From an optimization exercise on the open Yosys and OpenROAD flow, aimed at small area; shortcuts taken in it are not production practice. Function was checked by simulation only, so behaviour that the tests miss may differ from the original. Power figures rest on the tool's default switching activity, not on a simulated workload.

==> run Y: inputs <==
==> flow/design.v (excerpt) <==
module recorder(clk, rst, key, tick, state, led, able, direc, clea, to_fin,
                twice_play, finish, minute1, minute0, second1, second0);
==> module timer, before the edit <==
module timer(clk, rst, tick, st, minute1, minute0, second1, second0, finish);
input clk;
input rst;
input tick;
input [2:0] st;
output [3:0] minute1;
output [3:0] minute0;
output [3:0] second1;
output [3:0] second0;
output reg finish;
reg [4:0] mt;
reg [3:0] mu;
reg [2:0] st_;
reg [3:0] su;
reg [4:0] lmt;
reg [3:0] lmu;
reg [2:0] lst;
reg [3:0] lsu;
assign minute1 = mt[3:0];
assign minute0 = mu;
assign second1 = {1'b0, st_};
assign second0 = su;
wire su9 = su[3] & su[0];
wire st5 = st_[2] & st_[0];
wire mwrap = mt[4] & mt[3] & mt[0] & mu[2] & mu[0];
wire mu9 = mu[3] & mu[0];
wire [3:0] i_su = su9 ? 4'd0 : su + 4'd1;
wire [2:0] i_st = su9 ? (st5 ? 3'd0 : st_ + 3'd1) : st_;
wire cs = su9 & st5;
wire [3:0] i_mu = cs ? ((mu9 | mwrap) ? 4'd0 : mu + 4'd1) : mu;
wire [4:0] i_mt = (cs & mu9) ? mt + 5'd1 : (cs & mwrap) ? 5'd0 : mt;
wire su0 = su == 4'd0;
wire st0 = st_ == 3'd0;
wire mu0 = mu == 4'd0;
wire [3:0] d_su = su0 ? 4'd9 : su - 4'd1;
wire [2:0] d_st = su0 ? (st0 ? 3'd5 : st_ - 3'd1) : st_;
wire bs = su0 & st0;
wire [3:0] d_mu = bs ? (mu0 ? 4'd9 : mu - 4'd1) : mu;
wire [4:0] d_mt = (bs & mu0) ? mt - 5'd1 : mt;
wire zero = su0 & st0 & mu0 & (mt == 5'd0);
wire same = {mt, mu, st_, su} == {lmt, lmu, lst, lsu};
always @(posedge clk) begin
	if (rst || tick && st == 3'd0) begin
		{mt, mu, st_, su} <= 16'd0;
		{lmt, lmu, lst, lsu} <= 16'd0;
		finish <= 1'b0;
	end else if (tick) begin
		case (st)
		3'd2, 3'd5: finish <= 1'b0;
		3'd3: begin
			finish <= 1'b0;
			{mt, mu, st_, su} <= {lmt, lmu, lst, lsu};
		end
		3'd1: if (!finish) begin
			{mt, mu, st_, su} <= {i_mt, i_mu, i_st, i_su};
			{lmt, lmu, lst, lsu} <= {i_mt, i_mu, i_st, i_su};
		end
		3'd7: if (!finish) begin
			if (same)
				finish <= 1'b1;
			else
				{mt, mu, st_, su} <= {i_mt, i_mu, i_st, i_su};
		end
		default: if (!finish) begin  
			if (zero) begin
				finish <= 1'b1;
				{mt, mu, st_, su} <= {lmt, lmu, lst, lsu};
			end else
				{mt, mu, st_, su} <= {d_mt, d_mu, d_st, d_su};
		end
		endcase
	end
end
endmodule
make LEC_CHECK=0 CAP_MARGIN=20 CORE_MARGIN=2 CORE_UTILIZATION=40 SLEW_MARGIN=20 finish   # period 12.0 ns
run.sh (not shown) runs the stock make flow with config.mk's settings and CLKGATE_MAP_FILE= SYNTH_SCRIPT=/design/flow/synth_recipe.tcl, a recipe that flattens the netlist after the stock synthesis.
==> run R: changes against run Y <==
--- a/flow/design.v
+++ b/flow/design.v
@@ -57,64 +57,62 @@
 reg [4:0] mt;
 reg [3:0] mu;
-reg [2:0] st_;
+reg [2:0] sd;
 reg [3:0] su;
-reg [4:0] lmt;
-reg [3:0] lmu;
-reg [2:0] lst;
-reg [3:0] lsu;
+reg [15:0] last;
+wire [15:0] cur = {mt, mu, sd, su};
 assign minute1 = mt[3:0];
 assign minute0 = mu;
-assign second1 = {1'b0, st_};
+assign second1 = {1'b0, sd};
 assign second0 = su;
-wire su9 = su[3] & su[0];
-wire st5 = st_[2] & st_[0];
-wire mwrap = mt[4] & mt[3] & mt[0] & mu[2] & mu[0];
-wire mu9 = mu[3] & mu[0];
-wire [3:0] i_su = su9 ? 4'd0 : su + 4'd1;
-wire [2:0] i_st = su9 ? (st5 ? 3'd0 : st_ + 3'd1) : st_;
-wire cs = su9 & st5;
-wire [3:0] i_mu = cs ? ((mu9 | mwrap) ? 4'd0 : mu + 4'd1) : mu;
-wire [4:0] i_mt = (cs & mu9) ? mt + 5'd1 : (cs & mwrap) ? 5'd0 : mt;
-wire su0 = su == 4'd0;
-wire st0 = st_ == 3'd0;
-wire mu0 = mu == 4'd0;
-wire [3:0] d_su = su0 ? 4'd9 : su - 4'd1;
-wire [2:0] d_st = su0 ? (st0 ? 3'd5 : st_ - 3'd1) : st_;
-wire bs = su0 & st0;
-wire [3:0] d_mu = bs ? (mu0 ? 4'd9 : mu - 4'd1) : mu;
-wire [4:0] d_mt = (bs & mu0) ? mt - 5'd1 : mt;
-wire zero = su0 & st0 & mu0 & (mt == 5'd0);
-wire same = {mt, mu, st_, su} == {lmt, lmu, lst, lsu};
+wire s0 = st == 3'd0;
+wire s1 = st == 3'd1;
+wire s3 = st == 3'd3;
+wire s7 = st == 3'd7;
+wire s46 = st[2] & ~st[0];
+wire up = st[0];
+wire su_e = up ? (su[3] & su[0]) : (su == 4'd0);
+wire sd_e = up ? (sd[2] & sd[0]) : (sd == 3'd0);
+wire mu_e = up ? (mu[3] & mu[0]) : (mu == 4'd0);
+wire zero = (cur == 16'd0);
+wire same = (cur == last);
+wire top = mt[4] & mt[3] & mt[0] & mu[2] & mu[0] & sd[2] & sd[0] & su[3] & su[0];
+wire [3:0] tsu, tmu;
+wire [2:0] tsd;
+wire [4:0] tmt;
+assign tsu[0] = 1'b1;
+assign tsu[1] = up ? (su[0] & ~su[3]) : (~su[0] & (su[1] | su[2] | su[3]));
+assign tsu[2] = up ? (su[0] & su[1]) : (~su[0] & ~su[1] & (su[2] | su[3]));
+assign tsu[3] = up ? (su[0] & (su[1] & su[2] | su[3])) : (~su[0] & ~su[1] & ~su[2]);
+assign tsd[0] = 1'b1;
+assign tsd[1] = up ? (sd[0] & ~sd[2]) : (~sd[0] & (sd[1] | sd[2]));
+assign tsd[2] = up ? sd[0] & (sd[1] | sd[2]) : (~sd[0] & ~sd[1]);
+assign tmu[0] = 1'b1;
+assign tmu[1] = up ? (mu[0] & ~mu[3]) : (~mu[0] & (mu[1] | mu[2] | mu[3]));
+assign tmu[2] = up ? (mu[0] & mu[1]) : (~mu[0] & ~mu[1] & (mu[2] | mu[3]));
+assign tmu[3] = up ? (mu[0] & (mu[1] & mu[2] | mu[3])) : (~mu[0] & ~mu[1] & ~mu[2]);
+assign tmt[0] = 1'b1;
+assign tmt[1] = up ? mt[0] : ~mt[0];
+assign tmt[2] = up ? &mt[1:0] : ~|mt[1:0];
+assign tmt[3] = up ? &mt[2:0] : ~|mt[2:0];
+assign tmt[4] = up ? &mt[3:0] : ~|mt[3:0];
+wire act = tick & ~finish;
+wire cnt = act & (s1 | s7 & ~same | s46 & ~zero);
+wire ld = tick & (s3 | ~finish & s46 & zero);
+wire clr = rst | tick & s0 | cnt & up & top;
+wire rec = act & s1;
+wire e1 = cnt & su_e;
+wire e2 = e1 & sd_e;
+wire e3 = e2 & mu_e;
+wire [15:0] tg = {{5{e3}} & tmt, {4{e2}} & tmu, {3{e1}} & tsd, {4{cnt}} & tsu};
+wire [15:0] nxt = clr ? 16'd0 : ld ? last : cur ^ tg;
 always @(posedge clk) begin
-	if (rst || tick && st == 3'd0) begin
-		{mt, mu, st_, su} <= 16'd0;
-		{lmt, lmu, lst, lsu} <= 16'd0;
+	{mt, mu, sd, su} <= nxt;
+	if (clr | rec)
+		last <= nxt;
+	if (rst | tick & s0)
 		finish <= 1'b0;
-	end else if (tick) begin
-		case (st)
-		3'd2, 3'd5: finish <= 1'b0;
-		3'd3: begin
-			finish <= 1'b0;
-			{mt, mu, st_, su} <= {lmt, lmu, lst, lsu};
-		end
-		3'd1: if (!finish) begin
-			{mt, mu, st_, su} <= {i_mt, i_mu, i_st, i_su};
-			{lmt, lmu, lst, lsu} <= {i_mt, i_mu, i_st, i_su};
-		end
-		3'd7: if (!finish) begin
-			if (same)
-				finish <= 1'b1;
-			else
-				{mt, mu, st_, su} <= {i_mt, i_mu, i_st, i_su};
-		end
-		default: if (!finish) begin  
-			if (zero) begin
-				finish <= 1'b1;
-				{mt, mu, st_, su} <= {lmt, lmu, lst, lsu};
-			end else
-				{mt, mu, st_, su} <= {d_mt, d_mu, d_st, d_su};
-		end
-		endcase
-	end
+	else if (tick)
+		finish <= (st == 3'd1 | st[2] & (st[1] | ~st[0])) &
+		          (finish | s7 & same | s46 & zero);
 end
 endmodule
ABC_AREA = 1   (was not set)
GPL_TIMING_DRIVEN = 0   (was not set)
==> run K: changes against run Y <==
--- a/flow/design.v
+++ b/flow/design.v
@@ -57,64 +57,62 @@
 reg [4:0] mt;
 reg [3:0] mu;
-reg [2:0] st_;
+reg [2:0] sd;
 reg [3:0] su;
-reg [4:0] lmt;
-reg [3:0] lmu;
-reg [2:0] lst;
-reg [3:0] lsu;
+reg [15:0] last;
+wire [15:0] cur = {mt, mu, sd, su};
 assign minute1 = mt[3:0];
 assign minute0 = mu;
-assign second1 = {1'b0, st_};
+assign second1 = {1'b0, sd};
 assign second0 = su;
-wire su9 = su[3] & su[0];
-wire st5 = st_[2] & st_[0];
-wire mwrap = mt[4] & mt[3] & mt[0] & mu[2] & mu[0];
-wire mu9 = mu[3] & mu[0];
-wire [3:0] i_su = su9 ? 4'd0 : su + 4'd1;
-wire [2:0] i_st = su9 ? (st5 ? 3'd0 : st_ + 3'd1) : st_;
-wire cs = su9 & st5;
-wire [3:0] i_mu = cs ? ((mu9 | mwrap) ? 4'd0 : mu + 4'd1) : mu;
-wire [4:0] i_mt = (cs & mu9) ? mt + 5'd1 : (cs & mwrap) ? 5'd0 : mt;
-wire su0 = su == 4'd0;
-wire st0 = st_ == 3'd0;
-wire mu0 = mu == 4'd0;
-wire [3:0] d_su = su0 ? 4'd9 : su - 4'd1;
-wire [2:0] d_st = su0 ? (st0 ? 3'd5 : st_ - 3'd1) : st_;
-wire bs = su0 & st0;
-wire [3:0] d_mu = bs ? (mu0 ? 4'd9 : mu - 4'd1) : mu;
-wire [4:0] d_mt = (bs & mu0) ? mt - 5'd1 : mt;
-wire zero = su0 & st0 & mu0 & (mt == 5'd0);
-wire same = {mt, mu, st_, su} == {lmt, lmu, lst, lsu};
+wire s0 = st == 3'd0;
+wire s1 = st == 3'd1;
+wire s3 = st == 3'd3;
+wire s7 = st == 3'd7;
+wire s46 = st[2] & ~st[0];
+wire up = st[0];
+wire su_e = up ? (su[3] & su[0]) : (su == 4'd0);
+wire sd_e = up ? (sd[2] & sd[0]) : (sd == 3'd0);
+wire mu_e = up ? (mu[3] & mu[0]) : (mu == 4'd0);
+wire zero = (cur == 16'd0);
+wire same = (cur == last);
+wire top = mt[4] & mt[3] & mt[0] & mu[2] & mu[0] & sd[2] & sd[0] & su[3] & su[0];
+wire [3:0] tsu, tmu;
+wire [2:0] tsd;
+wire [4:0] tmt;
+assign tsu[0] = 1'b1;
+assign tsu[1] = up ? (su[0] & ~su[3]) : (~su[0] & (su[1] | su[2] | su[3]));
+assign tsu[2] = up ? (su[0] & su[1]) : (~su[0] & ~su[1] & (su[2] | su[3]));
+assign tsu[3] = up ? (su[0] & (su[1] & su[2] | su[3])) : (~su[0] & ~su[1] & ~su[2]);
+assign tsd[0] = 1'b1;
+assign tsd[1] = up ? (sd[0] & ~sd[2]) : (~sd[0] & (sd[1] | sd[2]));
+assign tsd[2] = up ? sd[0] & (sd[1] | sd[2]) : (~sd[0] & ~sd[1]);
+assign tmu[0] = 1'b1;
+assign tmu[1] = up ? (mu[0] & ~mu[3]) : (~mu[0] & (mu[1] | mu[2] | mu[3]));
+assign tmu[2] = up ? (mu[0] & mu[1]) : (~mu[0] & ~mu[1] & (mu[2] | mu[3]));
+assign tmu[3] = up ? (mu[0] & (mu[1] & mu[2] | mu[3])) : (~mu[0] & ~mu[1] & ~mu[2]);
+assign tmt[0] = 1'b1;
+assign tmt[1] = up ? mt[0] : ~mt[0];
+assign tmt[2] = up ? &mt[1:0] : ~|mt[1:0];
+assign tmt[3] = up ? &mt[2:0] : ~|mt[2:0];
+assign tmt[4] = up ? &mt[3:0] : ~|mt[3:0];
+wire act = tick & ~finish;
+wire cnt = act & (s1 | s7 & ~same | s46 & ~zero);
+wire ld = tick & (s3 | ~finish & s46 & zero);
+wire clr = rst | tick & s0 | cnt & up & top;
+wire rec = act & s1;
+wire e1 = cnt & su_e;
+wire e2 = e1 & sd_e;
+wire e3 = e2 & mu_e;
+wire [15:0] tg = {{5{e3}} & tmt, {4{e2}} & tmu, {3{e1}} & tsd, {4{cnt}} & tsu};
+wire [15:0] nxt = clr ? 16'd0 : ld ? last : cur ^ tg;
 always @(posedge clk) begin
-	if (rst || tick && st == 3'd0) begin
-		{mt, mu, st_, su} <= 16'd0;
-		{lmt, lmu, lst, lsu} <= 16'd0;
+	{mt, mu, sd, su} <= nxt;
+	if (clr | rec)
+		last <= nxt;
+	if (rst | tick & s0)
 		finish <= 1'b0;
-	end else if (tick) begin
-		case (st)
-		3'd2, 3'd5: finish <= 1'b0;
-		3'd3: begin
-			finish <= 1'b0;
-			{mt, mu, st_, su} <= {lmt, lmu, lst, lsu};
-		end
-		3'd1: if (!finish) begin
-			{mt, mu, st_, su} <= {i_mt, i_mu, i_st, i_su};
-			{lmt, lmu, lst, lsu} <= {i_mt, i_mu, i_st, i_su};
-		end
-		3'd7: if (!finish) begin
-			if (same)
-				finish <= 1'b1;
-			else
-				{mt, mu, st_, su} <= {i_mt, i_mu, i_st, i_su};
-		end
-		default: if (!finish) begin  
-			if (zero) begin
-				finish <= 1'b1;
-				{mt, mu, st_, su} <= {lmt, lmu, lst, lsu};
-			end else
-				{mt, mu, st_, su} <= {d_mt, d_mu, d_st, d_su};
-		end
-		endcase
-	end
+	else if (tick)
+		finish <= (st == 3'd1 | st[2] & (st[1] | ~st[0])) &
+		          (finish | s7 & same | s46 & zero);
 end
 endmodule
==> flow/flow/run.sh (new file) <==
#!/bin/bash
# Standard ORFS layout, with the port buffers made with the smallest buffer
# and a clock tree without dummy loads. Each tool's output is logged here.
set -euo pipefail
export BUFFER_PORTS_ARGS="-buffer_cell sky130_fd_sc_hd__buf_1"
export CTS_ARGS="-sink_clustering_enable -repair_clock_nets -dont_use_dummy_load -buf_list {sky130_fd_sc_hd__clkbuf_2 sky130_fd_sc_hd__clkbuf_4 sky130_fd_sc_hd__clkbuf_8}"
bash standard.sh > standard_flow.log 2>&1
cp -r orfs/logs orfs_logs || true
==> flow/standard.sh (new file) <==
#!/bin/bash
# synth_recipe.tcl (not shown) runs the flow's synth.tcl, then flattens the netlist and writes it again
# the make line also repeats each setting of config.mk as NAME=value (left out here)
make -C /OpenROAD-flow-scripts/flow DESIGN_CONFIG=/design/flow/config.mk WORK_HOME=/design/flow/orfs CLKGATE_MAP_FILE= SYNTH_SCRIPT=/design/flow/synth_recipe.tcl "${@:-finish}"
ABC_AREA = 1   (was not set)
GPL_TIMING_DRIVEN = 0   (was not set)
removed: flow/run.sh
==> comparison table <==
quantity                                                            run Y        run K        run R
Clock Skew                                                     0.00924 ns   0.00697 ns   0.00689 ns
Die extent in y                                                   93.7 um      88.4 um      88.4 um
Number of global-route vias before repair                            3000         2592         2640
Post-place setup slack                                            7.34 ns      7.35 ns      7.05 ns
Maximum number of pins on one net before global-route repair           26           12           14
Routed WL                                                         9010 um      6990 um      7230 um
Sequential fraction of the synthesis area                           0.249        0.337        0.337
Outcome                                  no timing/DRC/antenna violations  no timing/DRC/antenna violations  no timing/DRC/antenna violations
Count of multi-input gates                                            343          285          285
Worst IR drop on VDD                                          0.0000556 V  0.0000535 V  0.0000693 V
Power in sequential cells                                          158 uW       174 uW       174 uW
Crit share post-route                                               0.407        0.416        0.442
Initial standard-cell utilization of the core                       0.414        0.417        0.417
Area share of and/or/nand/nor cells after synthesis                 0.252        0.322        0.322

## what the ideal ports hide
How much do the figures lean on ideal ports? The routed layouts below were timed once more, with nothing changed but the port constraints.
Step 1: set_driving_cell puts a clkbuf_16 on clk and a buf_2 on each other input, an assumption about the parent block.
Step 2 moves the port delays by t, midway between the first and last clock arrival at a register: inputs arrive t later, outputs are due t later. That takes back most of the time a late clock gives input paths.
a / b / c = no drivers / after step 1 / after step 2; a / b = the first two.
| run | t, ns | slack for setup (ns) | latest minus earliest clock arrival (ns) | cell pins on the clock port's net |
|---|---|---|---|---|
| run Y | 0.326 | 7.121 / 7.092 / 7.255 | 0.009 / 0.009 | 1 |
| run R | 0.331 | 6.698 / 6.667 / 6.998 | 0.007 / 0.006 | 1 |
| run K | 0.312 | 7.005 / 6.976 / 7.289 | 0.007 / 0.007 | 1 |
After both steps setup and hold are still met in every run listed.
